Source: an optimization exercise on an open RTL-to-GDS flow (aim: small area). Production flows keep margins and buffers that such runs may drop.
Function was checked by simulation only, so behaviour that the tests miss may differ from the original.
No activity file was given, so power comes from the tool's default toggle rates.

==> flow/design.v <==
module start_end(input g, input [4:0] r, input [6:0] c, output bit_o);
wire [5:0] a = {g, r};
wire [127:0] row;
wire [63:0] k0 = 64'h0000000000000000; assign row[0] = k0[a];
wire [63:0] k1 = 64'h000000f000000000; assign row[1] = k1[a];
wire [63:0] k2 = 64'h000001f808000040; assign row[2] = k2[a];
wire [63:0] k3 = 64'h000003fc08000040; assign row[3] = k3[a];
wire [63:0] k4 = 64'h000007fe0fffffc0; assign row[4] = k4[a];
wire [63:0] k5 = 64'h000007060fffffc0; assign row[5] = k5[a];
wire [63:0] k6 = 64'h0000040308010040; assign row[6] = k6[a];
wire [63:0] k7 = 64'h0000040108010040; assign row[7] = k7[a];
wire [63:0] k8 = 64'h0000000108010040; assign row[8] = k8[a];
wire [63:0] k9 = 64'h0000004108010040; assign row[9] = k9[a];
wire [63:0] k10 = 64'h0000044108010040; assign row[10] = k10[a];
wire [63:0] k11 = 64'h00000443080180c0; assign row[11] = k11[a];
wire [63:0] k12 = 64'h000007c70c02c180; assign row[12] = k12[a];
wire [63:0] k13 = 64'h000007c706067f80; assign row[13] = k13[a];
wire [63:0] k14 = 64'h000007c603fc3e00; assign row[14] = k14[a];
wire [63:0] k15 = 64'h0000004001f00000; assign row[15] = k15[a];
wire [63:0] k16 = 64'h0000004000000000; assign row[16] = k16[a];
wire [63:0] k17 = 64'h0000000000000000; assign row[17] = k17[a];
wire [63:0] k18 = 64'h0000040008000040; assign row[18] = k18[a];
wire [63:0] k19 = 64'h0000060008000040; assign row[19] = k19[a];
wire [63:0] k20 = 64'h000001c00fffffc0; assign row[20] = k20[a];
wire [63:0] k21 = 64'h000000700fffffc0; assign row[21] = k21[a];
wire [63:0] k22 = 64'h0000001c08010040; assign row[22] = k22[a];
wire [63:0] k23 = 64'h0000000308010040; assign row[23] = k23[a];
wire [63:0] k24 = 64'h0000000300010040; assign row[24] = k24[a];
wire [63:0] k25 = 64'h0000000f00070040; assign row[25] = k25[a];
wire [63:0] k26 = 64'h0000003c003f0040; assign row[26] = k26[a];
wire [63:0] k27 = 64'h000001e001f980c0; assign row[27] = k27[a];
wire [63:0] k28 = 64'h000007800fc0c180; assign row[28] = k28[a];
wire [63:0] k29 = 64'h000006000e007f80; assign row[29] = k29[a];
wire [63:0] k30 = 64'h0000040008003e00; assign row[30] = k30[a];
wire [63:0] k31 = 64'h0000000008000000; assign row[31] = k31[a];
wire [63:0] k32 = 64'h0000000000000000; assign row[32] = k32[a];
wire [63:0] k33 = 64'h0000000100000000; assign row[33] = k33[a];
wire [63:0] k34 = 64'h0000000108000040; assign row[34] = k34[a];
wire [63:0] k35 = 64'h000007ff08000040; assign row[35] = k35[a];
wire [63:0] k36 = 64'h000000070fffffc0; assign row[36] = k36[a];
wire [63:0] k37 = 64'h0000003e0fffffc0; assign row[37] = k37[a];
wire [63:0] k38 = 64'h000000f808010040; assign row[38] = k38[a];
wire [63:0] k39 = 64'h000003c008010040; assign row[39] = k39[a];
wire [63:0] k40 = 64'h0000070008010040; assign row[40] = k40[a];
wire [63:0] k41 = 64'h0000018008010040; assign row[41] = k41[a];
wire [63:0] k42 = 64'h0000006008010040; assign row[42] = k42[a];
wire [63:0] k43 = 64'h0000001808038040; assign row[43] = k43[a];
wire [63:0] k44 = 64'h00000006080fe040; assign row[44] = k44[a];
wire [63:0] k45 = 64'h000007ff0c0000c0; assign row[45] = k45[a];
wire [63:0] k46 = 64'h000007ff0e0001c0; assign row[46] = k46[a];
wire [63:0] k47 = 64'h0000000101800600; assign row[47] = k47[a];
wire [63:0] k48 = 64'h0000000100000000; assign row[48] = k48[a];
wire [63:0] k49 = 64'h0000000008000000; assign row[49] = k49[a];
wire [63:0] k50 = 64'h000000010c000000; assign row[50] = k50[a];
wire [63:0] k51 = 64'h000000010f800000; assign row[51] = k51[a];
wire [63:0] k52 = 64'h000007ff087c0000; assign row[52] = k52[a];
wire [63:0] k53 = 64'h000007ff080fc000; assign row[53] = k53[a];
wire [63:0] k54 = 64'h0000002100087c00; assign row[54] = k54[a];
wire [63:0] k55 = 64'h00000021000803c0; assign row[55] = k55[a];
wire [63:0] k56 = 64'h00000021000803c0; assign row[56] = k56[a];
wire [63:0] k57 = 64'h0000002100083fc0; assign row[57] = k57[a];
wire [63:0] k58 = 64'h00000021000bfc00; assign row[58] = k58[a];
wire [63:0] k59 = 64'h00000021087f8000; assign row[59] = k59[a];
wire [63:0] k60 = 64'h000000710ff80000; assign row[60] = k60[a];
wire [63:0] k61 = 64'h000004010f800000; assign row[61] = k61[a];
wire [63:0] k62 = 64'h000004030c000000; assign row[62] = k62[a];
wire [63:0] k63 = 64'h0000020408000000; assign row[63] = k63[a];
wire [63:0] k64 = 64'h0000000000000000; assign row[64] = k64[a];
wire [63:0] k65 = 64'h0000000000000000; assign row[65] = k65[a];
wire [63:0] k66 = 64'h0000000008000040; assign row[66] = k66[a];
wire [63:0] k67 = 64'h0000000008000040; assign row[67] = k67[a];
wire [63:0] k68 = 64'h000000000fffffc0; assign row[68] = k68[a];
wire [63:0] k69 = 64'h000000000fffffc0; assign row[69] = k69[a];
wire [63:0] k70 = 64'h0000000008030040; assign row[70] = k70[a];
wire [63:0] k71 = 64'h0000000008008040; assign row[71] = k71[a];
wire [63:0] k72 = 64'h000000000003e000; assign row[72] = k72[a];
wire [63:0] k73 = 64'h00000000000f1800; assign row[73] = k73[a];
wire [63:0] k74 = 64'h00000000003c0640; assign row[74] = k74[a];
wire [63:0] k75 = 64'h0000000009f003c0; assign row[75] = k75[a];
wire [63:0] k76 = 64'h000000000fc000c0; assign row[76] = k76[a];
wire [63:0] k77 = 64'h000000000e000040; assign row[77] = k77[a];
wire [63:0] k78 = 64'h0000000008000040; assign row[78] = k78[a];
wire [63:0] k79 = 64'h0000000008000000; assign row[79] = k79[a];
wire [63:0] k80 = 64'h0000000000000000; assign row[80] = k80[a];
wire [63:0] k81 = 64'h0000000000000000; assign row[81] = k81[a];
wire [63:0] k82 = 64'h00000001001ff000; assign row[82] = k82[a];
wire [63:0] k83 = 64'h0000000100fffc00; assign row[83] = k83[a];
wire [63:0] k84 = 64'h000007ff03c00f00; assign row[84] = k84[a];
wire [63:0] k85 = 64'h000007ff06000180; assign row[85] = k85[a];
wire [63:0] k86 = 64'h0000002104000080; assign row[86] = k86[a];
wire [63:0] k87 = 64'h0000002108000040; assign row[87] = k87[a];
wire [63:0] k88 = 64'h0000002108000040; assign row[88] = k88[a];
wire [63:0] k89 = 64'h0000002108000040; assign row[89] = k89[a];
wire [63:0] k90 = 64'h0000002108000040; assign row[90] = k90[a];
wire [63:0] k91 = 64'h0000002104000080; assign row[91] = k91[a];
wire [63:0] k92 = 64'h0000007106000180; assign row[92] = k92[a];
wire [63:0] k93 = 64'h0000040103c00f00; assign row[93] = k93[a];
wire [63:0] k94 = 64'h0000040300fffc00; assign row[94] = k94[a];
wire [63:0] k95 = 64'h00000204003fe000; assign row[95] = k95[a];
wire [63:0] k96 = 64'h0000000000000000; assign row[96] = k96[a];
wire [63:0] k97 = 64'h0000000100000040; assign row[97] = k97[a];
wire [63:0] k98 = 64'h0000000100000040; assign row[98] = k98[a];
wire [63:0] k99 = 64'h000007ff01ffffc0; assign row[99] = k99[a];
wire [63:0] k100 = 64'h0000000307ffffc0; assign row[100] = k100[a];
wire [63:0] k101 = 64'h0000000606000040; assign row[101] = k101[a];
wire [63:0] k102 = 64'h0000000c0c000040; assign row[102] = k102[a];
wire [63:0] k103 = 64'h0000001808000000; assign row[103] = k103[a];
wire [63:0] k104 = 64'h0000003008000000; assign row[104] = k104[a];
wire [63:0] k105 = 64'h0000006008000000; assign row[105] = k105[a];
wire [63:0] k106 = 64'h000000c008000000; assign row[106] = k106[a];
wire [63:0] k107 = 64'h0000018004000040; assign row[107] = k107[a];
wire [63:0] k108 = 64'h0000030102000040; assign row[108] = k108[a];
wire [63:0] k109 = 64'h0000060101ffffc0; assign row[109] = k109[a];
wire [63:0] k110 = 64'h000007ff00000040; assign row[110] = k110[a];
wire [63:0] k111 = 64'h0000000100000040; assign row[111] = k111[a];
wire [63:0] k112 = 64'h0000000100000000; assign row[112] = k112[a];
wire [63:0] k113 = 64'h0000000000000000; assign row[113] = k113[a];
wire [63:0] k114 = 64'h0000000100000600; assign row[114] = k114[a];
wire [63:0] k115 = 64'h00000001000001c0; assign row[115] = k115[a];
wire [63:0] k116 = 64'h000007ff000000c0; assign row[116] = k116[a];
wire [63:0] k117 = 64'h000007ff00000040; assign row[117] = k117[a];
wire [63:0] k118 = 64'h0000000108000040; assign row[118] = k118[a];
wire [63:0] k119 = 64'h0000000108000040; assign row[119] = k119[a];
wire [63:0] k120 = 64'h000000010fffffc0; assign row[120] = k120[a];
wire [63:0] k121 = 64'h000000010fffffc0; assign row[121] = k121[a];
wire [63:0] k122 = 64'h0000040108000040; assign row[122] = k122[a];
wire [63:0] k123 = 64'h0000040008000040; assign row[123] = k123[a];
wire [63:0] k124 = 64'h0000020200000040; assign row[124] = k124[a];
wire [63:0] k125 = 64'h0000030600000040; assign row[125] = k125[a];
wire [63:0] k126 = 64'h000001fc000001c0; assign row[126] = k126[a];
wire [63:0] k127 = 64'h000000f800000700; assign row[127] = k127[a];
assign bit_o = row[c];
endmodule
module DevelopmentBoard(
    input wire clk,
    input wire reset, B2, B3, B4, B5,
    output wire h_sync, v_sync,
    output wire [15:0] rgb
);
reg [3:0] q0, q1, q2;    
always @(posedge clk or negedge reset) begin
    if (!reset) begin
        q0 <= 4'b1111;
        q1 <= 4'b1111;
        q2 <= 4'b1111;
    end else begin
        q0 <= {B5, B4, B3, B2};
        q1 <= q0;
        q2 <= q1;
    end
end
wire f2 = ~q1[0] & q2[0];
wire f3 = ~q1[1] & q2[1];
wire f4 = ~q1[2] & q2[2];
wire f5 = ~q1[3] & q2[3];
wire start = ~(q1[0] | q1[3]) & (q2[0] | q2[3]);
reg [9:0] h, v;
wire h800 = h[9] & h[8] & h[5];                  
wire h799 = h[9] & h[8] & (&h[4:0]);             
wire v525 = v[9] & v[3] & v[2] & v[0];           
always @(posedge clk or negedge reset) begin
    if (!reset) begin
        h <= 10'd0;
        v <= 10'd0;
    end else begin
        h <= h800 ? 10'd0 : h + 10'd1;
        if (h799) v <= v + 10'd1;
        else if (v525) v <= 10'd0;
    end
end
wire vs = h800 ? ((v == 10'd491) | (v == 10'd492) | (v == 10'd493))
                : ((v == 10'd490) | (v == 10'd491) | (v == 10'd492));
assign v_sync = vs;
assign h_sync = (h >= 10'd657) & (h <= 10'd753);
wire vrise = (h == 10'd0) & (v == 10'd490);      
wire vfall = (h == 10'd0) & (v == 10'd493);      
reg mt, mg, mo;
wire lose;
reg mt_n, mg_n, mo_n;
always @(*) begin
    mt_n = mt; mg_n = mg; mo_n = mo;
    if (mt & ~mg) begin
        if (f2)      begin mt_n = 1'b0; mg_n = 1'b0; mo_n = 1'b0; end
        else if (f5) begin mt_n = 1'b0; mg_n = 1'b1; mo_n = 1'b0; end
        else if (f3) begin mt_n = 1'b0; mg_n = 1'b0; mo_n = 1'b1; end
    end else if (~mt & ~mo) begin
        if (lose)    begin mt_n = 1'b1; mg_n = 1'b1; end
    end else if (mt & mg) begin
        if (f2)      begin mg_n = 1'b0; end
    end
end
always @(posedge clk or negedge reset) begin
    if (!reset) begin
        mt <= 1'b1; mg <= 1'b0; mo <= 1'b0;
    end else begin
        mt <= mt_n; mg <= mg_n; mo <= mo_n;
    end
end
reg [4:0] p;     
always @(posedge clk or negedge reset) begin
    if (!reset) p <= 5'd9;
    else if (f4) begin
        if (p != 5'd19) p <= p + 5'd1;
    end else if (f3) begin
        if (p != 5'd1) p <= p - 5'd1;
    end
end
reg [8:0] bx;
reg [7:0] by;
reg [2:0] bs;    
reg hc, vc;      
wire ybot = (by == 8'd120);      
wire ytop = (by == 8'd5);        
wire xr   = (bx == 9'd315);      
wire xl   = (bx == 9'd5);        
reg [2:0] bs_n;
always @(*) begin
    case (bs)
        3'd4: bs_n = start ? 3'd3 : 3'd4;
        3'd0: bs_n = ybot ? 3'd2 : xr ? 3'd1 : vc ? 3'd2 : hc ? 3'd1 : 3'd0;
        3'd1: bs_n = ybot ? 3'd3 : xl ? 3'd0 : vc ? 3'd3 : hc ? 3'd0 : 3'd1;
        3'd2: bs_n = ytop ? 3'd0 : xr ? 3'd3 : vc ? 3'd0 : hc ? 3'd3 : 3'd2;
        3'd3: bs_n = ytop ? 3'd1 : xl ? 3'd2 : vc ? 3'd1 : hc ? 3'd2 : 3'd3;
        default: bs_n = 3'd4;
    endcase
end
always @(posedge clk or negedge reset) begin
    if (!reset) begin
        bs <= 3'd4;
        bx <= 9'd160;
        by <= 8'd100;
    end else begin
        bs <= bs_n;
        if (vrise & ~bs[2]) begin
            bx <= bs[0] ? bx - 9'd5 : bx + 9'd5;
            by <= bs[1] ? by - 8'd5 : by + 8'd5;
        end
    end
end
wire [8:0] dx = h[9:1] - bx;                     
wire [7:0] dy = v[9:2] - by;                     
wire dx_m3 = (dx == 9'h1fd), dx_m2 = (dx == 9'h1fe), dx_m1 = (dx == 9'h1ff);
wire dx_0 = (dx == 9'd0), dx_1 = (dx == 9'd1), dx_2 = (dx == 9'd2);
wire dy_m3 = (dy == 8'hfd), dy_m2 = (dy == 8'hfe), dy_m1 = (dy == 8'hff);
wire dy_0 = (dy == 8'd0), dy_1 = (dy == 8'd1), dy_2 = (dy == 8'd2);
wire [1:0] vl = v[1:0];
wire x_eq   = dx_0 & ~h[0];                                      
wire x_box  = dx_m1 | dx_0 | dx_1 & ~h[0];                       
wire x_near = dx_m2 | dx_m1 | dx_0 | dx_1 | dx_2 | dx_m3 & h[0];  
wire y_eq   = dy_0 & (vl == 2'd0);                               
wire y_box  = dy_0 & (vl != 2'd3) | dy_m1 & vl[1];               
wire y_pad  = dy_0 | dy_m1 & (vl != 2'd0);                       
wire y_row1 = dy_m2 | dy_m1 | dy_0 | dy_1 | dy_m3 & vl[1] | dy_2 & (vl != 2'd3);  
wire y_row23 = dy_0 | dy_1 | dy_m1 & (vl == 2'd3) | dy_2 & (vl != 2'd3);          
wire row1 = (v > 10'd64) & (v <= 10'd96);
wire row2 = (v > 10'd128) & (v <= 10'd160);
wire row3 = (v > 10'd192) & (v <= 10'd224);
wire hblk = (h > 10'd64) & (h <= 10'd576);       
wire hdb  = (h > 10'd65) & (h <= 10'd577);       
wire [2:0] k = h[8:6] - 3'd1;                    
reg [7:0] s1, s2, s3;
wire [7:0] srow = (row1 ? s1 : 8'd0) | (row2 ? s2 : 8'd0) | (row3 ? s3 : 8'd0);
wire sbit = srow[k];
wire db = hdb & (row1 | row2 | row3);
reg win, lose_r;
assign lose = lose_r;
reg dp;          
wire vhit = x_eq & (row1 ? y_row1 : y_row23) & sbit;
wire hhit = y_eq & x_near & sbit;
wire del = ~start & db & (vhit | hhit);
wire [7:0] kmask = 8'd1 << k;
reg [7:0] s1_n, s2_n, s3_n;
always @(*) begin
    s1_n = s1; s2_n = s2; s3_n = s3;
    if (start) begin
        if (mg) begin
            s1_n = 8'hff; s2_n = 8'h00; s3_n = 8'hff;
        end else if (mo) begin
            s1_n = 8'h01; s2_n = 8'h00; s3_n = 8'h00;
        end else begin
            s1_n = 8'hff; s2_n = 8'hff; s3_n = 8'hff;
        end
    end else if (del) begin
        if (row1) s1_n = s1 & ~kmask;
        if (row2) s2_n = s2 & ~kmask;
        if (row3) s3_n = s3 & ~kmask;
    end
end
always @(posedge clk or negedge reset) begin
    if (!reset) begin
        s1 <= 8'd0; s2 <= 8'd0; s3 <= 8'd0;
        win <= 1'b0; lose_r <= 1'b0;
        hc <= 1'b0; vc <= 1'b0;
    end else begin
        s1 <= s1_n; s2 <= s2_n; s3 <= s3_n;
        if (del & ~|{s1_n, s2_n, s3_n}) win <= 1'b1;
        if (~start) begin
            if (dp) vc <= x_eq & y_pad;
            else if (db) begin
                if (vhit) vc <= 1'b1;
                else if (hhit) hc <= 1'b1;
                else begin vc <= 1'b0; hc <= 1'b0; end
            end else if (ybot & ~vs) lose_r <= 1'b1;
        end
    end
end
wire [4:0] dpx = h[9:5] - p;
wire pbox = (v >= 10'd461) & (v <= 10'd467) &
            ((dpx == 5'd0) | (dpx == 5'h1f) & (h[4:0] >= 5'd9) | (dpx == 5'd1) & (h[4:0] <= 5'd7));
always @(posedge clk or negedge reset) begin
    if (!reset) dp <= 1'b0;
    else dp <= pbox;
end
reg [2:0] ft;        
reg fw, fr;          
always @(posedge clk or negedge reset) begin
    if (!reset) begin
        ft <= 3'd0; fw <= 1'b0; fr <= 1'b0;
    end else begin
        if (ft == 3'd6) ft <= 3'd0;
        else if (vrise) ft <= ft + 3'd1;
        if (ft == 3'd0) begin
            fw <= 1'b0; fr <= 1'b0;
        end else if (ft == 3'd3) begin
            if (win) begin fw <= 1'b1; fr <= 1'b0; end
            else if (lose_r) begin fw <= 1'b0; fr <= 1'b1; end
        end
    end
end
reg [2:0] g_n;
always @(*) begin
    if (h >= 10'd640 || v >= 10'd480) g_n = 3'b000;
    else if (win) g_n = {fw | fr, fw, fw};
    else if (lose_r) g_n = 3'b100;
    else if (v < 10'd472 && (h < 10'd8 || h > 10'd632) || v < 10'd8) g_n = 3'b010;
    else if (v > 10'd472) g_n = 3'b100;
    else if (x_box & y_box) g_n = 3'b111;
    else if (pbox) g_n = 3'b111;
    else if (hblk & (row1 | row2 | row3)) g_n = sbit ? ((k == 3'd0) ? 3'd3 : k) : 3'd0;
    else g_n = 3'b000;
end
reg cs;      
always @(posedge clk or negedge reset) begin
    if (!reset) cs <= 1'b0;
    else if (vfall) cs <= ~cs;
end
wire [9:0] ty = v - (cs ? 10'd210 : 10'd200);
wire tgo = mt & mg;                              
wire twin = (h[9:7] == 3'b010) & (h[6:0] != 7'd0) & (ty[9:5] == 5'd0) &
            (~tgo | (ty[4:0] <= 5'd10));
wire tbit;
start_end rom (.g(tgo), .r(ty[4:0]), .c(h[6:0]), .bit_o(tbit));
wire t_n = twin & tbit;
reg [2:0] o;
always @(posedge clk or negedge reset) begin
    if (!reset) o <= 3'b000;
    else o <= mt_n ? {3{t_n}} : g_n;
end
assign rgb = {{5{o[2]}}, {6{o[1]}}, {5{o[0]}}};
endmodule
==> flow/flow/run.sh <==
#!/bin/bash
# Own layout flow: the standard synthesis, then its combinational logic re-mapped for
# area (flip-flops untouched, same cells and names), then the standard layout steps.
set -euo pipefail
W=$(pwd)
F=$W/flow
R=$W/orfs/results/$FLOW_PLATFORM/DevelopmentBoard/base
LIB=$FLOW_HOME/platforms/$FLOW_PLATFORM/lib/sky130_fd_sc_hd__tt_025C_1v80.lib

bash standard.sh synth > $W/log_1_standard_synth.txt 2>&1
cp $R/1_2_yosys.v $W/std_1_2_yosys.v

python3 $F/comb2gen.py $LIB $W/std_1_2_yosys.v $W/reopt_in.v > $W/log_2_comb2gen.txt 2>&1
REOPT_LIB=$LIB REOPT_IN=$W/reopt_in.v REOPT_OUT=$W/reopt_out.v REOPT_ABC=$F/area.abc \
    yosys -c $F/reopt.tcl > $W/log_3_reopt.txt 2>&1

cp $W/reopt_out.v $R/1_2_yosys.v
rm -f $R/1_synth.odb $R/1_synth.sdc
bash standard.sh finish > $W/log_4_standard_finish.txt 2>&1
==> flow/flow/area.abc <==
strash
&get -n
&deepsyn -T 600
&put
dch
amap
topo
==> flow/flow/comb2gen.py <==
# Rewrite a mapped sky130 netlist (Yosys write_verilog output) so that every
# combinational cell becomes an assign with the cell's liberty function.
# Flip-flop instances (and anything without a function) are kept as they are.
# usage: python3 comb2gen.py LIB IN.v OUT.v
import re
import sys


def block(text, start):
    """Return the index just past the brace block that opens at or after start."""
    i = text.index('{', start)
    depth = 0
    while True:
        ch = text[i]
        if ch == '{':
            depth += 1
        elif ch == '}':
            depth -= 1
            if depth == 0:
                return i + 1
        i += 1


def lib_functions(path):
    text = open(path).read()
    funcs = {}
    for m in re.finditer(r'\bcell\s*\(\s*"?(\w+)"?\s*\)\s*\{', text):
        name = m.group(1)
        end = block(text, m.start())
        body = text[m.end():end - 1]
        outs = {}
        is_seq = re.search(r'\b(ff|latch|statetable)\s*\(', body) is not None
        for pm in re.finditer(r'\bpin\s*\(\s*"?(\w+)"?\s*\)\s*\{', body):
            pend = block(body, pm.start())
            pbody = body[pm.end():pend - 1]
            # only the pin's own attributes, not nested groups
            flat = re.sub(r'\{[^{}]*\}', '', pbody)
            while re.search(r'\{[^{}]*\}', flat):
                flat = re.sub(r'\{[^{}]*\}', '', flat)
            d = re.search(r'(?<![\w])direction\s*:\s*"?(\w+)"?', flat)
            f = re.search(r'(?<![\w])function\s*:\s*"([^"]*)"', flat)
            if d and d.group(1) == 'output' and f:
                outs[pm.group(1)] = f.group(1)
        if outs and not is_seq:
            funcs[name] = outs
    return funcs


def expr(func, pins):
    def sub(m):
        tok = m.group(0)
        if tok in pins:
            return '(' + pins[tok] + ')'
        if tok in ('0', '1'):
            return "1'b" + tok
        raise KeyError(tok)
    e = re.sub(r'[A-Za-z_]\w*|\b[01]\b', sub, func)
    e = e.replace('!', '~')
    return e


def main():
    lib, inp, outp = sys.argv[1:4]
    funcs = lib_functions(lib)
    src = open(inp).read()
    out = []
    pos = 0
    inst_re = re.compile(r'^(\s*)(sky130_fd_sc_hd__\w+)\s+(\\\S+\s|\w+)\s*\((.*?)\);\s*$',
                         re.S | re.M)
    n_conv = 0
    for m in inst_re.finditer(src):
        cell = m.group(2)
        if cell not in funcs:
            continue
        out.append(src[pos:m.start()])
        pins = {}
        for pm in re.finditer(r'\.(\w+)\s*\(\s*((?:\\\S+\s)|[^()]*?)\s*\)', m.group(4)):
            net = pm.group(2)
            if net.startswith('\\') and not net.endswith(' '):
                net += ' '
            pins[pm.group(1)] = net
        lines = []
        for opin, f in funcs[cell].items():
            if opin in pins and pins[opin].strip():
                lines.append('  assign %s = %s;' % (pins[opin], expr(f, pins)))
        out.append('\n'.join(lines) + '\n')
        pos = m.end()
        n_conv += 1
    out.append(src[pos:])
    open(outp, 'w').write(''.join(out))
    print('converted', n_conv, 'cells')


main()
==> flow/flow/reopt.tcl <==
# Re-map the combinational logic of the standard synthesis for area.
# The flip-flops of the standard synthesis stay as they are (same cells and names).
# env: REOPT_LIB, REOPT_IN, REOPT_OUT, REOPT_ABC (abc script)
set lib $::env(REOPT_LIB)
set dont_use {probe_p_8 probec_p_8 lpflow_bleeder_1 lpflow_clkbufkapwr_1 lpflow_clkbufkapwr_16
  lpflow_clkbufkapwr_2 lpflow_clkbufkapwr_4 lpflow_clkbufkapwr_8 lpflow_clkinvkapwr_1
  lpflow_clkinvkapwr_16 lpflow_clkinvkapwr_2 lpflow_clkinvkapwr_4 lpflow_clkinvkapwr_8
  lpflow_decapkapwr_12 lpflow_decapkapwr_3 lpflow_decapkapwr_4 lpflow_decapkapwr_6
  lpflow_decapkapwr_8 lpflow_inputiso0n_1 lpflow_inputiso0p_1 lpflow_inputiso1n_1
  lpflow_inputiso1p_1 lpflow_inputisolatch_1 lpflow_isobufsrc_1 lpflow_isobufsrc_16
  lpflow_isobufsrc_2 lpflow_isobufsrc_4 lpflow_isobufsrc_8 lpflow_isobufsrckapwr_16
  lpflow_lsbuf_lh_hl_isowell_tap_1 lpflow_lsbuf_lh_hl_isowell_tap_2
  lpflow_lsbuf_lh_hl_isowell_tap_4 lpflow_lsbuf_lh_isowell_4 lpflow_lsbuf_lh_isowell_tap_1
  lpflow_lsbuf_lh_isowell_tap_2 lpflow_lsbuf_lh_isowell_tap_4}
set du_args {}
foreach c $dont_use { lappend du_args -dont_use sky130_fd_sc_hd__$c }

yosys read_liberty -lib $lib
yosys read_verilog -defer $::env(REOPT_IN)
yosys hierarchy -check -top DevelopmentBoard
yosys proc
yosys opt_clean
yosys techmap
yosys opt -fast
yosys tee -o reopt_stat_in.txt stat -liberty $lib
yosys abc -liberty $lib {*}$du_args -script $::env(REOPT_ABC)
yosys opt_clean -purge
yosys splitnets
yosys opt_clean -purge
yosys hilomap -singleton -hicell sky130_fd_sc_hd__conb_1 HI -locell sky130_fd_sc_hd__conb_1 LO
yosys insbuf -buf sky130_fd_sc_hd__buf_4 A X
yosys check -assert
yosys tee -o reopt_stat_out.txt stat -liberty $lib
yosys write_verilog -noattr -nohex -nodec $::env(REOPT_OUT)
==> flow/standard.sh <==
#!/bin/bash
# synth_recipe.tcl (not shown) runs the flow's synth.tcl, then flattens the netlist and writes it again
# the make line also repeats each setting of config.mk as NAME=value (left out here)
make -C /OpenROAD-flow-scripts/flow DESIGN_CONFIG=/design/flow/config.mk WORK_HOME=/design/flow/orfs CLKGATE_MAP_FILE= SYNTH_SCRIPT=/design/flow/synth_recipe.tcl "${@:-finish}"
==> flow/config.mk <==
export PLATFORM = sky130hd
export DESIGN_NAME = DevelopmentBoard
export DESIGN_NICKNAME = DevelopmentBoard
export VERILOG_FILES = /design/flow/design.v
export SDC_FILE = /design/flow/constraint.sdc
export NUM_CORES = 4
export LEC_CHECK = 0
export CAP_MARGIN = 20
export CORE_MARGIN = 2
export CORE_UTILIZATION = 65
export SLEW_MARGIN = 20
==> flow/constraint.sdc <==
create_clock -name core_clock -period 8.0 [get_ports {clk}]
set_input_delay 1.6000 -clock core_clock [delete_from_list [all_inputs] [get_ports {clk}]]
set_output_delay 1.6000 -clock core_clock [all_outputs]
set_load 0.01 [all_outputs]
==> results of run 1 <==
==> power groups by stage <==
stage | Clock, mW | Combinational, mW | Sequential, mW
after floorplan | 0 | 0.0720 | 0.541
after global placement | 0 | 0.0965 | 0.546
after detailed placement | 0 | 0.101 | 0.546
after CTS | 0.440 | 0.102 | 0.537
after global routing | 0.461 | 0.117 | 0.541
final | 0.447 | 0.105 | 0.538
==> routing by layer <==
layer | up-vias | global-route usage | routed length (um)
met3 | 264 | 0.169 | 4610
met2 | 969 | 0.660 | 11500
met4 | 2 | 0.208 | 1920
li1 | 3941 | - | -
met1 | 4063 | 0.594 | 10100
met5 | - | 0 | 7
==> flip-flops by register name, summed over array words and instances (netlist names), 3 cells and up <==
signal	count
by	8
s2	8
q0	4
bx	9
q2	4
q1	4
ft	3
s3	8
o	3
bs	3
p	5
v	10
h	10
s1	8
==> through the flow <==
step                      std cells  power [mW]  setup slack (ns)
after floorplan                1071       0.613              3.30
after global routing           1250        1.12              1.04
after CTS                      1250        1.08              1.71
after detailed placement       1234       0.647              1.77
after global placement         1234       0.642              1.67
final                          1250        1.09              1.36
==> final cells by class <==
class	instances	area share
Inverter	146	0.0674
Multi-Input combinational cell	814	0.531
Sequential cell	98	0.305
Clock buffer	9	0.0277
Clock inverter	7	0.0100
Timing Repair Buffer	33	0.0372
Tap cell	143	0.0220
==> path summary, 6_finish.rpt <==
check | startpoint | endpoint | cells past startpoint
min | q0[2]$_DFF_PN1_ | q1[2]$_DFF_PN1_ | 0
max reg2reg | v[1]$_DFFE_PN0P_ | o[1]$_DFF_PN0_ | 21
max | v[1]$_DFFE_PN0P_ | o[1]$_DFF_PN0_ | 21
min in group asynchronous | reset | mo$_DFFE_PN0P_ | 1
max in group asynchronous | reset | bs[0]$_DFF_PN0_ | 2
min reg2reg | q0[2]$_DFF_PN1_ | q1[2]$_DFF_PN1_ | 0
==> worst register-to-register path: stages (launching register included) <==
cell and delay, ns:
dfrtp_1 0.47, clkinv_1 0.26, o22ai_1 0.58, nor2_1 0.24, nor2_1 0.43, nor2_1 0.13
o21ai_0 0.70, clkinv_1 0.37, nor2_1 0.43, clkinv_1 0.26, o21ai_0 0.44, clkinv_1 0.22
o221a_1 0.31, o311a_1 0.35, or3_1 0.37, nor3_1 0.21, nor2_1 0.09, nor2_1 0.09
nor2_1 0.08, nor4b_1 0.37, a31oi_1 0.09, o21ai_0 0.10
==> reports/metrics.csv, run 1 <==
stage,metric,value,unit
clock_tree,Max clock buf depth,2,
flow_run,Max Cap Viol,0,
setup_path,CP max FO,8,
floorplanning,IO Pins,24,
finish,sequential cell area,0.00248,mm2
route,Via Count,9239,
setup_path,startpoint types,register,
logic_synthesis,Syn Nets,1077,
power,Net Sw Power,314,uW
finish,ANT cells,0,
global_routing,largest net degree at the start of global routing,67,
power,clock share of power,0.410,
setup_path,most frequent CP cell,nor2_1,
timing,# setup viols final,0,
floorplanning,Initial Util,0.660,
route,DRC,0,
clock_tree,clock latency at the later pin of the worst-skew pair,0.36,ns
setup_path,critical path arrival,6.93,ns
setup_path,endpoint type of the worst setup path,register,
route,final WL,28100,um
finish,fraction of layout cells with a size suffix above 1,0.0443,
setup_path,"Max stage delay cell, worst path",o21ai_0,
power,Seq pwr share,0.494,
finish,fill count,855,
route,DRT antenna net count,0,
clock_tree,H-tree depth,3,
logic_synthesis,syn_area_per_cell,6.94,um2
power,Int Power,776,uW
power,VDD IR max,0.174,mV
global_routing,first-pass GRT wire length,44300,um
clock_tree,clk sinks,98,
timing,hold_ws,0.360,ns
route,via density per instance,7.39,
finish,footprint of the multi-input gates,0.00432,mm2
finish,utilization after layout,0.721,
power,P_leak,2.88,nW
logic_synthesis,Synth Warn #,1,
finish,most frequent cells in the layout,"nor2_1 (256), clkinv_1 (146), o21ai_0 (91)",
finish,Area Overhead vs Synth,9.36,%
setup_path,CP Buf/Inv Count,4,
route,DR WL/cell,22.5,um
finish,fin nets,1108,
clock_tree,Hold Buf Count CTS,0,
placed_design,port bufs,23,
timing,Fin Setup TNS,0,ns
clock_tree,cts repair resizes,0,
clock_tree,CTS clock-pin slew for the worst setup and hold paths,0.08,ns
setup_path,r2r setup slk,1.36,ns
logic_synthesis,Post-Synthesis Cell Area,0.00744,mm2
setup_path,cells along the critical path,clkinv_1 -> o22ai_1 -> nor2_1 -> nor2_1 -> nor2_1 -> o21ai_0 -> clkinv_1 -> nor2_1 -> clkinv_1 -> o21ai_0 -> clkinv_1 -> o221a_1 -> o311a_1 -> or3_1 -> nor3_1 -> nor2_1 -> nor2_1 -> nor2_1 -> nor4b_1 -> a31oi_1 -> o21ai_0,
setup_path,CP top delay family,compound AO/OA/AOI/OAI gates,
placed_design,final RePlAce weighted congestion,1.17,
setup_path,Worst Setup Path Type,reg2reg,
hold_path,HP Class,reg2reg,
route,drt pass-1 iters,12,
timing,fmax,150,MHz
power,Comb pwr share,0.096,
logic_synthesis,Post-Syn Instances,1071,
floorplanning,FP Rows,39,
power,switch share,0.288,
clock_tree,total CTS buffers,9,
timing,"Hold Violations, Final",0,
route,Initial DRC Count,1853,
timing,Final Max Slew Viols,0,
setup_path,Critical Path RT,8.28,ns
placed_design,Post-DP HPWL,20400,um
floorplanning,DIE HEIGHT,111,um
timing,period utilisation layout,0.831,
floorplanning,chip width,111,um
global_routing,GRT Overall Usage,0.451,
floorplanning,core area,0.0113,mm2
setup_path,worst stage delay on the critical path,0.70,ns
timing,Layout Skew,0.0133,ns
finish,fin area,0.00813,mm2
finish,"commonest non-fill, non-tap cell in the layout",nor2_1,
global_routing,vias in the first global route,8370,
timing,min cycle time layout,6.64,ns
floorplanning,Die ar.,0.0123,mm2
clock_tree,root buffer cell,clkbuf_16,
run_status,run status,no timing/DRC/antenna violations,
timing,Worst-Margin Slew,0.978,ns
timing,Slew HR,0.342,
global_routing,total grt overflow,0,
clock_tree,CTS tree,yes,
clock_tree,post-CTS setup buffers,0,
timing,RSZ-0062 raised after global routing,false,
placed_design,placed cell areas,0.00783,mm2
power,Pwr per Cell Area,134,mW/mm2
global_routing,initial antenna violation count,1,
==> run 2: changes to the inputs <==
--- a/flow/design.v
+++ b/flow/design.v
@@ -206,11 +206,11 @@
     end
 end
 reg [8:0] bx;
-reg [7:0] by;
+reg [6:0] by;
 reg [2:0] bs;    
 reg hc, vc;      
-wire ybot = (by == 8'd120);      
-wire ytop = (by == 8'd5);        
+wire ybot = (by == 7'd120);      
+wire ytop = (by == 7'd5);        
 wire xr   = (bx == 9'd315);      
 wire xl   = (bx == 9'd5);        
 reg [2:0] bs_n;
@@ -228,17 +228,17 @@
     if (!reset) begin
         bs <= 3'd4;
         bx <= 9'd160;
-        by <= 8'd100;
+        by <= 7'd100;
     end else begin
         bs <= bs_n;
         if (vrise & ~bs[2]) begin
             bx <= bs[0] ? bx - 9'd5 : bx + 9'd5;
-            by <= bs[1] ? by - 8'd5 : by + 8'd5;
+            by <= bs[1] ? by - 7'd5 : by + 7'd5;
         end
     end
 end
 wire [8:0] dx = h[9:1] - bx;                     
-wire [7:0] dy = v[9:2] - by;                     
+wire [7:0] dy = v[9:2] - {1'b0, by};                    
 wire dx_m3 = (dx == 9'h1fd), dx_m2 = (dx == 9'h1fe), dx_m1 = (dx == 9'h1ff);
 wire dx_0 = (dx == 9'd0), dx_1 = (dx == 9'd1), dx_2 = (dx == 9'd2);
 wire dy_m3 = (dy == 8'hfd), dy_m2 = (dy == 8'hfe), dy_m1 = (dy == 8'hff);
@@ -280,7 +280,7 @@
         end else begin
             s1_n = 8'hff; s2_n = 8'hff; s3_n = 8'hff;
         end
-    end else if (del) begin
+    end else if (db & (x_eq & (row1 ? y_row1 : y_row23) | y_eq & x_near)) begin
         if (row1) s1_n = s1 & ~kmask;
         if (row2) s2_n = s2 & ~kmask;
         if (row3) s3_n = s3 & ~kmask;
@@ -307,10 +307,7 @@
 wire [4:0] dpx = h[9:5] - p;
 wire pbox = (v >= 10'd461) & (v <= 10'd467) &
             ((dpx == 5'd0) | (dpx == 5'h1f) & (h[4:0] >= 5'd9) | (dpx == 5'd1) & (h[4:0] <= 5'd7));
-always @(posedge clk or negedge reset) begin
-    if (!reset) dp <= 1'b0;
-    else dp <= pbox;
-end
+always @(posedge clk) dp <= pbox;
 reg [2:0] ft;        
 reg fw, fr;          
 always @(posedge clk or negedge reset) begin
@@ -352,9 +349,6 @@
 start_end rom (.g(tgo), .r(ty[4:0]), .c(h[6:0]), .bit_o(tbit));
 wire t_n = twin & tbit;
 reg [2:0] o;
-always @(posedge clk or negedge reset) begin
-    if (!reset) o <= 3'b000;
-    else o <= mt_n ? {3{t_n}} : g_n;
-end
+always @(posedge clk) o <= mt_n ? {3{t_n}} : g_n;
 assign rgb = {{5{o[2]}}, {6{o[1]}}, {5{o[0]}}};
 endmodule
==> flow/flow/run.sh (replaced) <==
#!/bin/bash
# Own layout flow: the standard synthesis, then its combinational logic re-mapped for
# area (flip-flops untouched, same cells and names), then the standard layout steps.
set -euo pipefail
W=$(pwd)
F=$W/flow
R=$W/orfs/results/$FLOW_PLATFORM/DevelopmentBoard/base
LIB=$FLOW_HOME/platforms/$FLOW_PLATFORM/lib/sky130_fd_sc_hd__tt_025C_1v80.lib
DS_TIME=${DS_TIME:-300}

bash standard.sh synth > $W/log_1_standard_synth.txt 2>&1
cp $R/1_2_yosys.v $W/std_1_2_yosys.v

python3 $F/comb2gen.py $LIB $W/std_1_2_yosys.v $W/reopt_in.v > $W/log_2_comb2gen.txt 2>&1

# several area re-mappings in parallel (deepsyn with different seeds); keep the smallest
for s in 1 2 3; do
  printf 'strash\n&get -n\n&deepsyn -T %s -S %s\n&put\ndch\namap -A 10 -F 4 -C 1000\ntopo\n' $DS_TIME $s > $W/reopt_$s.abc
  REOPT_LIB=$LIB REOPT_IN=$W/reopt_in.v REOPT_OUT=$W/reopt_out_$s.v REOPT_ABC=$W/reopt_$s.abc REOPT_TAG=$s \
      yosys -c $F/reopt.tcl > $W/log_3_reopt_$s.txt 2>&1 &
done
wait
best=""
best_area=""
for s in 1 2 3; do
  a=$(grep "Chip area" $W/reopt_stat_out_$s.txt | awk '{print $NF}')
  echo "seed $s area $a" >> $W/log_3_reopt_summary.txt
  if [[ -z "$best" ]] || awk "BEGIN{exit !($a < $best_area)}"; then best=$s; best_area=$a; fi
done
echo "chosen seed $best" >> $W/log_3_reopt_summary.txt

cp $W/reopt_out_$best.v $R/1_2_yosys.v
rm -f $R/1_synth.odb $R/1_synth.sdc
bash standard.sh finish BUFFER_PORTS_ARGS="-buffer_cell sky130_fd_sc_hd__buf_1" > $W/log_4_standard_finish.txt 2>&1
--- a/flow/flow/reopt.tcl
+++ b/flow/flow/reopt.tcl
@@ -1,7 +1,8 @@
 # Re-map the combinational logic of the standard synthesis for area.
 # The flip-flops of the standard synthesis stay as they are (same cells and names).
-# env: REOPT_LIB, REOPT_IN, REOPT_OUT, REOPT_ABC (abc script)
+# env: REOPT_LIB, REOPT_IN, REOPT_OUT, REOPT_ABC (abc script), REOPT_TAG (stat file names)
 set lib $::env(REOPT_LIB)
+set tag $::env(REOPT_TAG)
 set dont_use {probe_p_8 probec_p_8 lpflow_bleeder_1 lpflow_clkbufkapwr_1 lpflow_clkbufkapwr_16
   lpflow_clkbufkapwr_2 lpflow_clkbufkapwr_4 lpflow_clkbufkapwr_8 lpflow_clkinvkapwr_1
   lpflow_clkinvkapwr_16 lpflow_clkinvkapwr_2 lpflow_clkinvkapwr_4 lpflow_clkinvkapwr_8
@@ -22,7 +23,7 @@
 yosys opt_clean
 yosys techmap
 yosys opt -fast
-yosys tee -o reopt_stat_in.txt stat -liberty $lib
+yosys tee -o reopt_stat_in_$tag.txt stat -liberty $lib
 yosys abc -liberty $lib {*}$du_args -script $::env(REOPT_ABC)
 yosys opt_clean -purge
 yosys splitnets
@@ -30,5 +31,5 @@
 yosys hilomap -singleton -hicell sky130_fd_sc_hd__conb_1 HI -locell sky130_fd_sc_hd__conb_1 LO
 yosys insbuf -buf sky130_fd_sc_hd__buf_4 A X
 yosys check -assert
-yosys tee -o reopt_stat_out.txt stat -liberty $lib
+yosys tee -o reopt_stat_out_$tag.txt stat -liberty $lib
 yosys write_verilog -noattr -nohex -nodec $::env(REOPT_OUT)
removed: flow/flow/area.abc
==> reports/metrics.csv, run 2 <==
stage,metric,value,unit
run_status,run status,no timing/DRC/antenna violations,
clock_tree,post-CTS setup buffers,0,
logic_synthesis,Post-Syn Instances,1092,
global_routing,largest net degree at the start of global routing,79,
placed_design,port bufs,23,
route,Initial DRC Count,1668,
floorplanning,chip width,112,um
logic_synthesis,Syn Nets,1098,
power,Pwr per Cell Area,144,mW/mm2
timing,Slew HR,0.334,
global_routing,GRT Overall Usage,0.450,
setup_path,endpoint type of the worst setup path,register,
logic_synthesis,Synth Warn #,1,
finish,ANT cells,0,
clock_tree,CTS clock-pin slew for the worst setup and hold paths,0.07,ns
setup_path,Worst Setup Path Type,reg2reg,
placed_design,Post-DP HPWL,20100,um
timing,Layout Skew,0.00832,ns
clock_tree,Max clock buf depth,2,
logic_synthesis,syn_area_per_cell,6.92,um2
route,DRC,0,
clock_tree,cts repair resizes,0,
power,total power,1.17,mW
route,via density per instance,7.47,
timing,Fin Setup TNS,0,ns
placed_design,placed cell areas,0.00777,mm2
finish,biggest regs,"h x10, v x10, bx x9",
timing,fmax,162,MHz
timing,min cycle time layout,6.16,ns
timing,period utilisation layout,0.770,
global_routing,first-pass GRT wire length,45300,um
floorplanning,core area,0.0114,mm2
global_routing,total grt overflow,0,
route,drt pass-1 iters,10,
floorplanning,Die ar.,0.0125,mm2
finish,"commonest non-fill, non-tap cell in the layout",nor2_1,
floorplanning,DIE HEIGHT,112,um
finish,post-route insts no fill,1267,
clock_tree,root buffer cell,clkbuf_16,
power,VDD IR max,0.215,mV
route,DR WL/cell,22.4,um
floorplanning,IO Pins,24,
setup_path,"Max stage delay cell, worst path",dfrtp_1,
finish,fin nets,1125,
placed_design,final RePlAce weighted congestion,1.22,
clock_tree,Hold Buf Count CTS,0,
timing,Final Max Slew Viols,0,
route,DRT antenna net count,0,
finish,fin area,0.00814,mm2
placed_design,post-placement cell count,1250,
route,Via Count,9465,
finish,fraction of layout cells with a size suffix above 1,0.0400,
finish,fill count,882,
setup_path,most frequent CP cell,nor2_1,
power,P_leak,2.84,nW
setup_path,worst stage delay on the critical path,0.64,ns
floorplanning,FP Rows,39,
finish,most frequent cells in the layout,"nor2_1 (233), clkinv_1 (158), o21ai_0 (101)",
timing,# setup viols final,0,
timing,RSZ-0062 raised after global routing,false,
route,final WL,28400,um
clock_tree,CTS tree,yes,
clock_tree,clk sinks,97,
global_routing,vias in the first global route,8685,
timing,"Hold Violations, Final",0,
global_routing,initial antenna violation count,0,
clock_tree,clock latency at the later pin of the worst-skew pair,0.36,ns
timing,Worst-Margin Slew,0.973,ns
hold_path,HP Class,reg2reg,
logic_synthesis,Post-Synthesis Cell Area,0.00755,mm2
floorplanning,Initial Util,0.664,
setup_path,critical path arrival,6.46,ns
setup_path,Critical Path RT,8.30,ns
flow_run,Max Cap Viol,0,
setup_path,CP max FO,17,
clock_tree,H-tree depth,3,
clock_tree,total CTS buffers,9,
setup_path,startpoint types,register,
finish,Area Overhead vs Synth,7.68,%
[run 2: cell type report]
class	instances	area (um2)	share of cell area
clock buffer	11	253	0.0311
clock inverter	5	86.3	0.0106
inverter	158	593	0.0729
multi-input combinational	824	4440	0.545
sequential	97	2430	0.299
tap	143	179	0.0220
timing repair buffer	29	155	0.0191
[run 2: where the power goes]
part / switching (mW) / total, mW / internal, mW / leakage, nW
Sequential: 0.0267 / 0.546 / 0.520 / 1.13
Clock: 0.197 / 0.490 / 0.293 / 0.166
Combinational: 0.0869 / 0.133 / 0.0462 / 1.55
Total: 0.310 / 1.17 / 0.859 / 2.84
[run 2: path summary, 6_finish.rpt]
check | from | endpoint | slack (ns) | cells after the start
worst min-delay path | q0[2]$_DFF_PN1_ | q1[2]$_DFF_PN1_ | 0.36 | 0
worst min register to register | q0[2]$_DFF_PN1_ | q1[2]$_DFF_PN1_ | 0.36 | 0
worst max-delay path | v[3]$_DFFE_PN0P_ | o[1]$_DFF_P_ | 1.84 | 29
max in group asynchronous | reset | by[5]$_DFFE_PN1P_ | 5.90 | 3
min in group asynchronous | reset | bx[4]$_DFFE_PN0P_ | 1.12 | 1
worst max register to register | v[3]$_DFFE_PN0P_ | o[1]$_DFF_P_ | 1.84 | 29
[run 2: through the flow]
step	hold slack, ns	worst slack [ns]	utilization
finish	0.358	1.84	0.716
global route	0.360	1.49	0.716
CTS	0.359	2.14	0.713
detailed placement	0.347	2.18	0.683
global placement	0.349	2.28	0.683
floorplan	0.345	3.21	-
[run 2: worst max-delay path: cells and delay by family (launching register included)]
kind	cells	cell delay, ns
simple gates	15	3.07
compound gates	10	1.70
flops	1	0.64
buf+inv	4	0.70
[run 2: per-layer routing]
layer	routed length (um)	track usage	up-vias
met5	0	0	-
met4	2200	0.265	0
met3	4250	0.114	277
met2	11800	0.668	973
met1	10100	0.596	4176
li1	-	-	4039
==> run 3: changes to the inputs <==
--- a/flow/design.v
+++ b/flow/design.v
@@ -311,17 +311,16 @@
 reg [2:0] ft;        
 reg fw, fr;          
 always @(posedge clk or negedge reset) begin
-    if (!reset) begin
-        ft <= 3'd0; fw <= 1'b0; fr <= 1'b0;
-    end else begin
-        if (ft == 3'd6) ft <= 3'd0;
-        else if (vrise) ft <= ft + 3'd1;
-        if (ft == 3'd0) begin
-            fw <= 1'b0; fr <= 1'b0;
-        end else if (ft == 3'd3) begin
-            if (win) begin fw <= 1'b1; fr <= 1'b0; end
-            else if (lose_r) begin fw <= 1'b0; fr <= 1'b1; end
-        end
+    if (!reset) ft <= 3'd0;
+    else if (ft == 3'd6) ft <= 3'd0;
+    else if (vrise) ft <= ft + 3'd1;
+end
+always @(posedge clk) begin
+    if (ft == 3'd0) begin
+        fw <= 1'b0; fr <= 1'b0;
+    end else if (ft == 3'd3) begin
+        if (win) begin fw <= 1'b1; fr <= 1'b0; end
+        else if (lose_r) begin fw <= 1'b0; fr <= 1'b1; end
     end
 end
 reg [2:0] g_n;
@@ -343,8 +342,7 @@
 end
 wire [9:0] ty = v - (cs ? 10'd210 : 10'd200);
 wire tgo = mt & mg;                              
-wire twin = (h[9:7] == 3'b010) & (h[6:0] != 7'd0) & (ty[9:5] == 5'd0) &
-            (~tgo | (ty[4:0] <= 5'd10));
+wire twin = (h[9:7] == 3'b010) & (ty[9:5] == 5'd0);
 wire tbit;
 start_end rom (.g(tgo), .r(ty[4:0]), .c(h[6:0]), .bit_o(tbit));
 wire t_n = twin & tbit;
--- a/flow/config.mk
+++ b/flow/config.mk
@@ -8,4 +8,5 @@
 export CAP_MARGIN = 20
 export CORE_MARGIN = 2
 export CORE_UTILIZATION = 65
+export CTS_BUF_LIST = sky130_fd_sc_hd__clkbuf_8
 export SLEW_MARGIN = 20
==> reports/metrics.csv, run 3 <==
stage,metric,value,unit
setup_path,CP max FO,10,
clock_tree,root buffer cell,clkbuf_8,
power,total power,1.02,mW
placed_design,Post-Place Setup Slack,1.94,ns
floorplanning,IO Pins,24,
global_routing,M3 GR Usage,0.150,
timing,# setup viols final,0,
timing,period utilisation layout,0.812,
route,DRT antenna net count,0,
route,DR WL/cell,21.3,um
logic_synthesis,Syn Nets,1066,
finish,fin area,0.00780,mm2
global_routing,largest net degree at the start of global routing,61,
logic_synthesis,Post-Synthesis Cell Area,0.00736,mm2
timing,Layout Skew,0.0297,ns
clock_tree,post-CTS setup buffers,0,
floorplanning,DIE HEIGHT,110,um
global_routing,GRT Overall Usage,0.450,
timing,Slew HR,0.352,
global_routing,M1 GR Usage,0.603,
global_routing,initial antenna violation count,0,
timing,RSZ-0062 raised after global routing,false,
clock_tree,Hold Buf Count CTS,0,
setup_path,endpoint type of the worst setup path,register,
timing,fmax,154,MHz
power,P_leak,2.80,nW
setup_path,Critical Path RT,8.32,ns
finish,Area Overhead vs Synth,5.97,%
global_routing,busiest layer in global routing,met2,
finish,fin nets,1095,
placed_design,Post-DP HPWL,19500,um
timing,Worst Slack Setup Final,1.50,ns
clock_tree,H-tree depth,3,
route,via density per instance,7.19,
flow_run,Max Cap Viol,0,
finish,fraction of layout cells with a size suffix above 1,0.0393,
logic_synthesis,Post-Syn Instances,1060,
finish,ANT cells,0,
logic_synthesis,Synth Warn #,1,
placed_design,port bufs,23,
route,final WL,26200,um
setup_path,startpoint types,register,
timing,Worst-Margin Slew,0.963,ns
global_routing,GRT met2 Usage,0.657,
finish,"commonest non-fill, non-tap cell in the layout",nor2_1,
run_status,run status,no timing/DRC/antenna violations,
clock_tree,cts repair resizes,0,
route,drt pass-1 iters,19,
placed_design,placed cell areas,0.00759,mm2
floorplanning,Die ar.,0.0122,mm2
logic_synthesis,syn_area_per_cell,6.94,um2
clock_tree,CTS tree,yes,
floorplanning,chip width,110,um
global_routing,vias in the first global route,7936,
global_routing,first-pass GRT wire length,41600,um
route,Initial DRC Count,1336,
timing,min cycle time layout,6.50,ns
clock_tree,Max clock buf depth,2,
power,Pwr per Cell Area,131,mW/mm2
finish,most frequent cells in the layout,"nor2_1 (235), clkinv_1 (155), o21ai_0 (97)",
power,VDD IR max,0.180,mV
setup_path,critical path arrival,6.82,ns
route,DRC,0,
hold_path,HP Class,reg2reg,
placed_design,final RePlAce weighted congestion,1.25,
floorplanning,FP Rows,38,
finish,biggest regs,"h x10, v x10, bx x9",
timing,Fin Setup TNS,0,ns
route,Via Count,8876,
timing,Final Max Slew Viols,0,
timing,"Hold Violations, Final",0,
floorplanning,core area,0.0109,mm2
clock_tree,CTS clock-pin slew for the worst setup and hold paths,0.11,ns
clock_tree,clk sinks,97,
clock_tree,total CTS buffers,9,
global_routing,total grt overflow,0,
floorplanning,Initial Util,0.673,
setup_path,Worst Setup Path Type,reg2reg,
clock_tree,clock latency at the later pin of the worst-skew pair,0.39,ns
[run 3: changes by cell type in the layout (fill, tap and decap cells not counted), sizes merged, moves of 4 or more]
cell / before / now
o32ai: 9 / 5
or3: 9 / 5
a21oi: 71 / 63
clkinv: 160 / 155
o21a: 30 / 21
a31oi: 31 / 27
o2111a: 0 / 4
nor4: 18 / 12
a221oi: 3 / 10
[run 3: critical path, cell delays in order (launching register included)]
cell and delay (ns):
dfrtp_1 0.52, clkinv_1 0.24, o21ai_0 0.43, clkinv_1 0.16, o22ai_1 0.55, clkinv_1 0.25
nor2_1 0.31, clkinv_1 0.17, nor2_1 0.28, clkinv_1 0.22, nor2_1 0.26, o21ai_0 0.22
nor2_1 0.32, nand2_1 0.17, clkinv_1 0.14, nor2_1 0.17, o21ai_0 0.23, a21oi_1 0.15
nor3_1 0.18, o221a_1 0.21, o22ai_1 0.12, o311a_1 0.16, nor2_1 0.08, o21ai_0 0.08
nor2b_1 0.17, or4_1 0.48, o21ai_0 0.11
[run 3: power breakdown]
group | total [mW] | internal (mW) | switching [mW] | leakage (nW)
Clock | 0.347 | 0.172 | 0.175 | 0.114
Combinational | 0.122 | 0.0419 | 0.0797 | 1.57
Sequential | 0.550 | 0.520 | 0.0299 | 1.12
Total | 1.02 | 0.734 | 0.285 | 2.80
[run 3: per-stage QoR]
stage               hold WS [ns]  utilization  instances
floorplan                  0.345            -       1060
global placement           0.345        0.694       1218
detailed placement         0.349        0.694       1218
CTS                        0.361        0.713       1234
global route               0.362        0.713       1234
finish                     0.362        0.713       1234
[run 3: final timing paths]
check                      cells after the start        startpoint                 to  slack [ns]
setup / recovery                              26  v[1]$_DFFE_PN0P_       o[1]$_DFF_P_        1.50
hold / removal                                 0   q0[2]$_DFF_PN1_    q1[2]$_DFF_PN1_        0.36
setup reg to reg                              26  v[1]$_DFFE_PN0P_       o[1]$_DFF_P_        1.50
hold reg to reg                                0   q0[2]$_DFF_PN1_    q1[2]$_DFF_PN1_        0.36
max in group asynchronous                      2             reset     h[1]$_DFF_PN0_        5.73
min in group asynchronous                      1             reset  ft[1]$_DFFE_PN0P_        1.17
[run 3: metal layers]
metal	part of all wire	up-vias
met4	0.061	0
met1	0.37	3901
met2	0.41	855
li1	-	3928
met5	0	-
met3	0.16	192
[run 3: final cells by class]
cell class	instances	area (um2)
sequential	97	2420
tap	140	175
inverter	155	582
fill	886	3140
multi-input combinational	795	4260
timing repair buffer	31	150
clock inverter	7	82.6
clock buffer	9	124
==> run 4: changes to the inputs <==
==> flow/flow/run.sh (replaced) <==
#!/bin/bash
# Own layout flow: the standard synthesis, then its combinational logic re-mapped for
# area (flip-flops untouched, same cells and names), then the standard layout steps.
set -euo pipefail
W=$(pwd)
F=$W/flow
R=$W/orfs/results/$FLOW_PLATFORM/DevelopmentBoard/base
LIB=$FLOW_HOME/platforms/$FLOW_PLATFORM/lib/sky130_fd_sc_hd__tt_025C_1v80.lib
DS_TIME=${DS_TIME:-120}
MAP='&put\ndch\namap -A 10 -F 4 -C 1000\ntopo\n'
PRE_A='strash\n'
PRE_B='strash\ndc2\nbalance\nrewrite -z\nrefactor -z\ndc2\n'
PRE_D='strash\n&get -n\n&synch2\n&put\nstrash\n'
PRE_E='strash\nif -K 6\nstrash\ndc2\n'

bash standard.sh synth > $W/log_1_standard_synth.txt 2>&1
cp $R/1_2_yosys.v $W/std_1_2_yosys.v

# one area re-mapping: reopt TAG INPUT PRESCRIPT SEED
reopt() {
  printf "$3&get -n\n&deepsyn -T $DS_TIME -S $4\n$MAP" > $W/reopt_$1.abc
  REOPT_LIB=$LIB REOPT_IN=$2 REOPT_OUT=$W/reopt_out_$1.v REOPT_ABC=$W/reopt_$1.abc REOPT_TAG=$1 \
      yosys -c $F/reopt.tcl > $W/log_3_reopt_$1.txt 2>&1 || true
}
best=""
best_area=""
pick() {
  for t in "$@"; do
    [[ -f $W/reopt_stat_out_$t.txt && -f $W/reopt_out_$t.v ]] || continue
    a=$(grep "Chip area" $W/reopt_stat_out_$t.txt | awk '{print $NF}')
    echo "run $t area $a" >> $W/log_3_reopt_summary.txt
    if [[ -z "$best" ]] || awk "BEGIN{exit !($a < $best_area)}"; then best=$t; best_area=$a; fi
  done
}

# stage 1: from the standard synthesis, four starting structures and seeds in parallel
python3 $F/comb2gen.py $LIB $W/std_1_2_yosys.v $W/reopt_in.v > $W/log_2_comb2gen.txt 2>&1
reopt s1b $W/reopt_in.v "$PRE_B" 1 &
reopt s1e $W/reopt_in.v "$PRE_E" 1 &
reopt s1f $W/reopt_in.v "$PRE_B" 2 &
reopt s1g $W/reopt_in.v "$PRE_E" 2 &
wait
pick s1b s1e s1f s1g

for st in 2 3; do
  python3 $F/comb2gen.py $LIB $W/reopt_out_$best.v $W/reopt_in$st.v > $W/log_2_comb2gen_$st.txt 2>&1
  reopt s${st}a $W/reopt_in$st.v "$PRE_A" $((st + 1)) &
  reopt s${st}b $W/reopt_in$st.v "$PRE_B" $((st + 1)) &
  reopt s${st}d $W/reopt_in$st.v "$PRE_D" $((st + 1)) &
  reopt s${st}e $W/reopt_in$st.v "$PRE_E" $((st + 1)) &
  wait
  pick s${st}a s${st}b s${st}d s${st}e
done
echo "chosen $best" >> $W/log_3_reopt_summary.txt

cp $W/reopt_out_$best.v $R/1_2_yosys.v
rm -f $R/1_synth.odb $R/1_synth.sdc
bash standard.sh finish BUFFER_PORTS_ARGS="-buffer_cell sky130_fd_sc_hd__buf_1" > $W/log_4_standard_finish.txt 2>&1
==> reports/metrics.csv, run 4 <==
stage,metric,value,unit
route,final WL,27000,um
clock_tree,post-CTS setup buffers,0,
timing,min cycle time layout,6.87,ns
finish,Area Overhead vs Synth,6.58,%
floorplanning,FP Rows,38,
hold_path,Min-Delay Path Depth,0,
clock_tree,Max clock buf depth,2,
timing,"Hold Violations, Final",0,
setup_path,Worst Setup Path Type,reg2reg,
finish,fill count,853,
run_status,run status,no timing/DRC/antenna violations,
logic_synthesis,Post-Syn Instances,1048,
setup_path,Critical Path RT,8.31,ns
route,DRT antenna net count,0,
route,DR WL/cell,22.0,um
timing,fmax,146,MHz
setup_path,endpoint type of the worst setup path,register,
global_routing,vias in the first global route,8100,
timing,Final Max Slew Viols,0,
finish,fin nets,1088,
route,drt pass-1 iters,17,
floorplanning,chip width,110,um
global_routing,total grt overflow,0,
logic_synthesis,Syn Nets,1054,
route,Initial DRC Count,1521,
setup_path,"Max stage delay cell, worst path",dfrtp_1,
flow_run,Max Cap Viol,0,
finish,fraction of layout cells with a size suffix above 1,0.0478,
timing,Slew HR,0.336,
floorplanning,Initial Util,0.668,
route,DRC,0,
route,via density per instance,7.37,
timing,period utilisation layout,0.858,
floorplanning,Die ar.,0.0121,mm2
global_routing,first-pass GRT wire length,42400,um
clock_tree,CTS tree,yes,
clock_tree,total CTS buffers,9,
clock_tree,clock latency at the later pin of the worst-skew pair,0.40,ns
timing,hold_ws,0.363,ns
setup_path,CP endpoint,o[1]$_DFF_P_,
clock_tree,clk sinks,97,
timing,RSZ-0062 raised after global routing,false,
timing,Layout Skew,0.0172,ns
setup_path,worst reg-to-reg path cell count,34,
power,VDD IR max,0.197,mV
setup_path,worst stage delay on the critical path,0.58,ns
route,Via Count,9041,
setup_path,FF-to-FF Start,v[2]$_DFFE_PN0P_,
timing,Fin Setup TNS,0,ns
clock_tree,root buffer cell,clkbuf_8,
global_routing,initial antenna violation count,0,
finish,post-route insts no fill,1227,
setup_path,CP max FO,13,
placed_design,post-placement cell count,1211,
setup_path,most frequent CP cell,nor2_1,
logic_synthesis,Synth Warn #,1,
floorplanning,IO Pins,24,
finish,most frequent cells in the layout,"nor2_1 (225), o21ai_0 (143), clkinv_1 (137)",
power,Pwr per Cell Area,134,mW/mm2
timing,Worst-Margin Slew,0.992,ns
floorplanning,DIE HEIGHT,110,um
setup_path,crit path launch,v[2]$_DFFE_PN0P_,
hold_path,HP Class,reg2reg,
placed_design,port bufs,23,
floorplanning,core area,0.0109,mm2
setup_path,r2r setup slk,1.13,ns
global_routing,GRT Overall Usage,0.463,
logic_synthesis,syn_area_per_cell,6.94,um2
setup_path,r2r endpoint,o[1]$_DFF_P_,
setup_path,critical path arrival,7.17,ns
setup_path,startpoint types,register,
logic_synthesis,Post-Synthesis Cell Area,0.00728,mm2
finish,"commonest non-fill, non-tap cell in the layout",nor2_1,
clock_tree,H-tree depth,3,
finish,ANT cells,0,
finish,biggest regs,"h x10, v x10, bx x9",
timing,# setup viols final,0,
clock_tree,CTS clock-pin slew for the worst setup and hold paths,0.10,ns
placed_design,final RePlAce weighted congestion,1.21,
clock_tree,Hold Buf Count CTS,0,
power,P_leak,2.75,nW
placed_design,Post-DP HPWL,19600,um
clock_tree,cts repair resizes,0,
hold_path,min-delay src,q0[2]$_DFF_PN1_,
global_routing,largest net degree at the start of global routing,48,
finish,utilization after layout,0.712,
[run 4: worst min-delay path by stage]
stage | slack, ns | endpoint
after detailed placement | 0.35 | q1[2]$_DFF_PN1_
after CTS | 0.36 | q1[2]$_DFF_PN1_
final | 0.36 | q1[2]$_DFF_PN1_
after global routing | 0.37 | q1[2]$_DFF_PN1_
after floorplan | 0.35 | q1[0]$_DFF_PN1_
after global placement | 0.35 | q1[2]$_DFF_PN1_
[run 4: per-stage QoR]
stage	instance area [um2]	power, mW	setup WS [ns]
3_3_place_gp	7550	0.697	1.76
5_1_grt	7760	1.08	0.556
3_5_place_dp	7550	0.708	1.47
6_report	7760	1.04	1.13
2_1_floorplan	7280	0.660	2.21
4_1_cts	7760	1.03	1.42
[run 4: area by class of cell]
class                           instances  area (um2)  share of cell area
Clock buffer                           10         138              0.0177
Clock inverter                          6        71.3             0.00919
Inverter                              137         514              0.0663
Multi-Input combinational cell        801        4250               0.548
Sequential cell                        97        2420               0.312
Tap cell                              140         175              0.0226
Timing Repair Buffer                   36         188              0.0242
[run 4: report_power, final]
| group | internal (mW) | switching, mW | total, mW |
|---|---|---|---|
| logic | 0.0464 | 0.0906 | 0.137 |
| registers | 0.533 | 0.0352 | 0.568 |
| clock network | 0.132 | 0.204 | 0.337 |
[run 4: per-layer routing]
layer	global-route usage	vias up	wire length, um	share of wire
met4	0.266	2	2150	0.080
met2	0.690	902	11300	0.42
met1	0.600	3990	9510	0.35
met3	0.128	241	3930	0.15
li1	-	3906	-	-
met5	0.0223	-	31	0.0012
[run 4: critical path: cells and delay by family (launching register included)]
kind	cells	cell delay (ns)
AOI/OAI and AO/OA	11	1.62
buffers and inverters	10	1.70
DFF	1	0.58
and+or+nand+nor	13	2.89

==> separate check: timing with driven ports <==
The flow's constraints put no driver on any port. The routed layouts listed below were extracted and timed again, unchanged, in two steps. Step 1: set_driving_cell puts a clkbuf_16 on clk and a buf_2 on each other input, an assumption about the parent block. Step 2 adds t to the input delays and takes it off the output delays; t is the mean of the earliest and latest rising clock arrival at the registers after step 1. Input paths then give back, and output paths get back, about the clock's delay inside the block. Slacks: no drivers / after step 1 / after step 2; pairs: no drivers / after step 1.
run	shift t [ns]	setup WS [ns]	worst setup path after step 2	slew at the worst register clock pin (ns)	cell pins on the clock port's net
run 1	0.394	1.355 / 1.355 / 1.355	register to register	0.08 / 0.08	1
run 2	0.394	1.837 / 1.837 / 1.837	register to register	0.07 / 0.07	1
run 3	0.414	1.500 / 1.500 / 1.500	register to register	0.11 / 0.11	1
run 4	0.421	1.132 / 1.132 / 1.132	register to register	0.12 / 0.12	1
After both steps setup and hold are still met in every run listed.
